This is an optimization exercise on Yosys and OpenROAD, whose aim is small area, a short achievable clock period and few clock cycles, not a production implementation.
Power is estimated from default activity; no workload was simulated.

// JAM
module JAM (
    input CLK,
    input RST,
    output reg [2:0] W,
    output reg [2:0] J,
    input [6:0] Cost,
    output reg [3:0] MatchCount,
    output reg [9:0] MinCost,
    output reg Valid );
localparam S_PRE1 = 2'd0;    
localparam S_PRE2 = 2'd1;    
localparam S_SRCH = 2'd2;
localparam S_DONE = 2'd3;
integer i;
reg [1:0] state;
reg [6:0] u  [0:7];
reg [6:0] v  [0:7];
reg [2:0] ra [0:7];          
reg       pend;              
reg       p1v, p2v, p3v;
reg       p1ph, p2ph, p3ph;  
reg [2:0] p1w, p1j, p2w, p2j, p3w, p3j;
reg [6:0] creg;
reg [6:0] uw2;               
reg [6:0] dreg;              
reg [6:0] m;                 
reg [2:0] ma;                
reg       addv, addlast;
reg [6:0] addend;
reg [9:0] base;
reg       x0go;
reg [9:0] X  [0:7];          
reg [2:0] js [0:6];          
reg [7:0] used;              
reg       cvld;              
reg       cdone;             
reg       ev;
reg [2:0] ed, ec;
reg [7:0] eu;
reg [9:0] eK;                
reg [7:0] eT;                
reg       eneg;              
reg [2:0] efc;               
function [12:0] add12;
    input [11:0] a;
    input [11:0] b;
    input        cin;
    reg   [11:0] g, p, gg, pp, gn, pn;
    reg   [12:0] c;
    integer i, l;
    begin
        g = a & b;
        p = a ^ b;
        gg = g;
        pp = p;
        for (l = 1; l < 12; l = l * 2) begin
            gn = gg;
            pn = pp;
            for (i = l; i < 12; i = i + 1) begin
                gn[i] = gg[i] | (pp[i] & gg[i - l]);
                pn[i] = pp[i] & pp[i - l];
            end
            gg = gn;
            pp = pn;
        end
        c[0] = cin;
        for (i = 0; i < 12; i = i + 1) c[i + 1] = gg[i] | (pp[i] & cin);
        add12 = {c[12], p ^ c[11:0]};
    end
endfunction
  ...
For scale: ~380 flip-flops, roughly 30 I/O pins, about 0.020 mm^2 of cells after synthesis.
export LEC_CHECK = 0
export ABC_CLOCK_PERIOD_IN_PS = 3500
export CAP_MARGIN = 20
export CORE_MARGIN = 2
export CORE_UTILIZATION = 40
export SETUP_SLACK_MARGIN = 2.5
export SLEW_MARGIN = 20
create_clock -name core_clock -period 6.0 [get_ports {CLK}]
run.sh (not shown) runs the stock make flow with config.mk's settings and CLKGATE_MAP_FILE= SYNTH_SCRIPT=/design/flow/synth_recipe.tcl, a recipe that flattens the netlist after the stock synthesis.
Rerun with:
--- a/flow/design.v
+++ b/flow/design.v
@@ -71,19 +71,19 @@
 endfunction
 function [9:0] sel10;
     input [79:0] x;
     input [2:0]  k;
     input [2:0]  o;
     integer n;
     begin
         sel10 = 10'd0;
         for (n = 0; n < 8; n = n + 1)
-            if (k == n) sel10 = x[((n + o) & 7) * 10 +: 10];
+            sel10 = sel10 | ({10{k == n}} & x[((n + o) & 7) * 10 +: 10]);
     end
 endfunction
 function [7:0] gtm;          
     input [2:0] a;
     gtm = 8'hfe << a;
 endfunction
 function [7:0] ltm;          
     input [2:0] a;
     ltm = ~(8'hff << a);
@@ -135,22 +135,31 @@
 wire [12:0] Ts  = add12(ts, {tcy[10:0], 1'b0}, 1'b1);
 wire [11:0] T   = Ts[11:0];
 wire [9:0]  ka  = xw;
 wire [9:0]  kb  = {3'b111, ~vj};
 wire [9:0]  kc  = {3'b111, ~u1};
 wire [9:0]  ks  = ka ^ kb ^ kc;
 wire [9:0]  kcy = (ka & kb) | (ka & kc) | (kb & kc);
 wire [12:0] Ks  = add12({2'b00, ks}, {1'b0, kcy, 1'b1}, 1'b1);
 wire [9:0]  K   = Ks[9:0];
+wire [6:0]  uw  = sel10(uf, W, 3'd0);
+wire [9:0]  fa_ = xw;
+wire [9:0]  fb_ = {3'b000, uw};
+wire [9:0]  fcc = {3'b111, ~u1};
+wire [9:0]  fs_ = fa_ ^ fb_ ^ fcc;
+wire [9:0]  fcy = (fa_ & fb_) | (fa_ & fcc) | (fb_ & fcc);
+wire [12:0] Kfs = add12({2'b00, fs_}, {1'b0, fcy, 1'b1}, 1'b0);
+wire [9:0]  Kf  = Kfs[9:0];
 wire [7:0]  uc  = used | (8'd1 << J);
 wire [7:0]  fhi = ~uc & ~ltm(ra1);
 wire [2:0]  fc  = pe((|fhi) ? fhi : ~uc);
 wire [2:0] raw = sel10(raf, W, 3'd0);
+wire       cfree = cvld && J == raw && W != 3'd7;
 wire [3:0] nA  = cnext(~used & between(J, raw), J);
 wire [2:0] Wm  = W - 3'd1;
 wire [2:0] jp  = sel10(jsf, W, 3'd7);
 wire [2:0] ram = sel10(raf, W, 3'd7);
 wire [7:0] uB  = used & ~(8'd1 << jp);
 wire [3:0] nB  = cnext(~uB & between(jp, ram), jp);
 wire [12:0] cmpd = add12({4'd0, eT}, {5'h1f, ~Cost}, 1'b1);    
 wire       le    = !cmpd[11];
 wire       lt    = !cmpd[11] && (cmpd[10:0] != 11'd0);
@@ -202,18 +211,22 @@
                 cdone <= 1'b0;
             end
         end
         S_SRCH: begin
             if (redir) begin
                 W <= ed + 3'd1;
                 J <= efc;
                 cvld <= 1'b1;
                 cdone <= 1'b0;
+            end else if (cfree) begin
+                W <= W1;
+                J <= fc;
+                cvld <= 1'b1;
             end else if (cdone) begin
                 state <= S_DONE;
                 Valid <= 1'b1;
             end else if (nA[3]) begin
                 J <= nA[2:0];
                 cvld <= 1'b1;
             end else if (W == 3'd0) begin
                 cdone <= 1'b1;
                 cvld <= 1'b0;
@@ -258,19 +271,19 @@
     end
     addend <= nmin;
     addlast <= p3ph && p3j == 3'd7;
     if (state == S_PRE1 && p3v && p3w == 3'd0 && p3j == 3'd0)
         base <= 10'd0;
     else if (addv)
         base <= base + addend;
     if (x0go)
         X[0] <= base - u[0];
-    ev <= cvld && state == S_SRCH && !redir;
+    ev <= cvld && state == S_SRCH && !redir && !cfree;
     ed <= W;
     ec <= J;
     eu <= used;
     eK <= K;
     eneg <= T[11];
     eT <= (T[10:8] != 3'd0) ? 8'hff : T[7:0];
     efc <= fc;
     if (state == S_PRE1 || state == S_PRE2) begin
         MinCost <= 10'h3ff;
@@ -282,15 +295,19 @@
                 MatchCount <= 4'd1;
             end else begin
                 MatchCount <= MatchCount + 4'd1;
             end
         end
         if (redir) begin
             js[ed] <= ec;
             X[ed + 3'd1] <= sum;
             used <= eu | (8'd1 << ec);
+        end else if (cfree) begin
+            js[W] <= J;
+            X[W1] <= Kf;
+            used <= uc;
         end else if (!cdone && !nA[3] && W != 3'd0) begin
             used <= uB;
         end
     end
 end
 endmodule
=> Design area rises by 7.6%. Power falls by 0.62%. Clock power falls by about 5%. Area after synthesis rises by 0.90%. Setup slack got worse by 0.25 ns. Clock skew rises by 0.015 ns. Wire length rises by 13%. Synthesized cell count falls by 5.4%. Worst hold slack barely changes. First-iteration DRC count rises by 29%. Global-route usage rises by 1.7 points. Sequential share of layout area falls by 2.9 points.
No functional check of the RTL was part of any run of this note.

## static timing again, ports no longer ideal
The flow's constraints put no driver on any port. The routed layouts listed below were extracted and timed again, unchanged, in two steps. Step 1, drivers: a clkbuf_16 drives CLK and a buf_2 each remaining input, both assumed. Step 2 times the ports against the registers' clock, not the clock port: input delays grow and output delays shrink by t, the midpoint of the rising clock arrivals with the driver on. Three values: no drivers, after step 1, after step 2; two values: the first two.
| run | t (ns) | setup WS [ns] | slew at the worst register clock pin (ns) |
|---|---|---|---|
| the first run | 0.629 | 1.283 / 1.283 / 1.283 | 0.07 / 0.07 |
| the second run | 0.621 | 1.036 / 1.036 / 1.036 | 0.07 / 0.07 |
After both steps setup and hold are still met in every run listed.
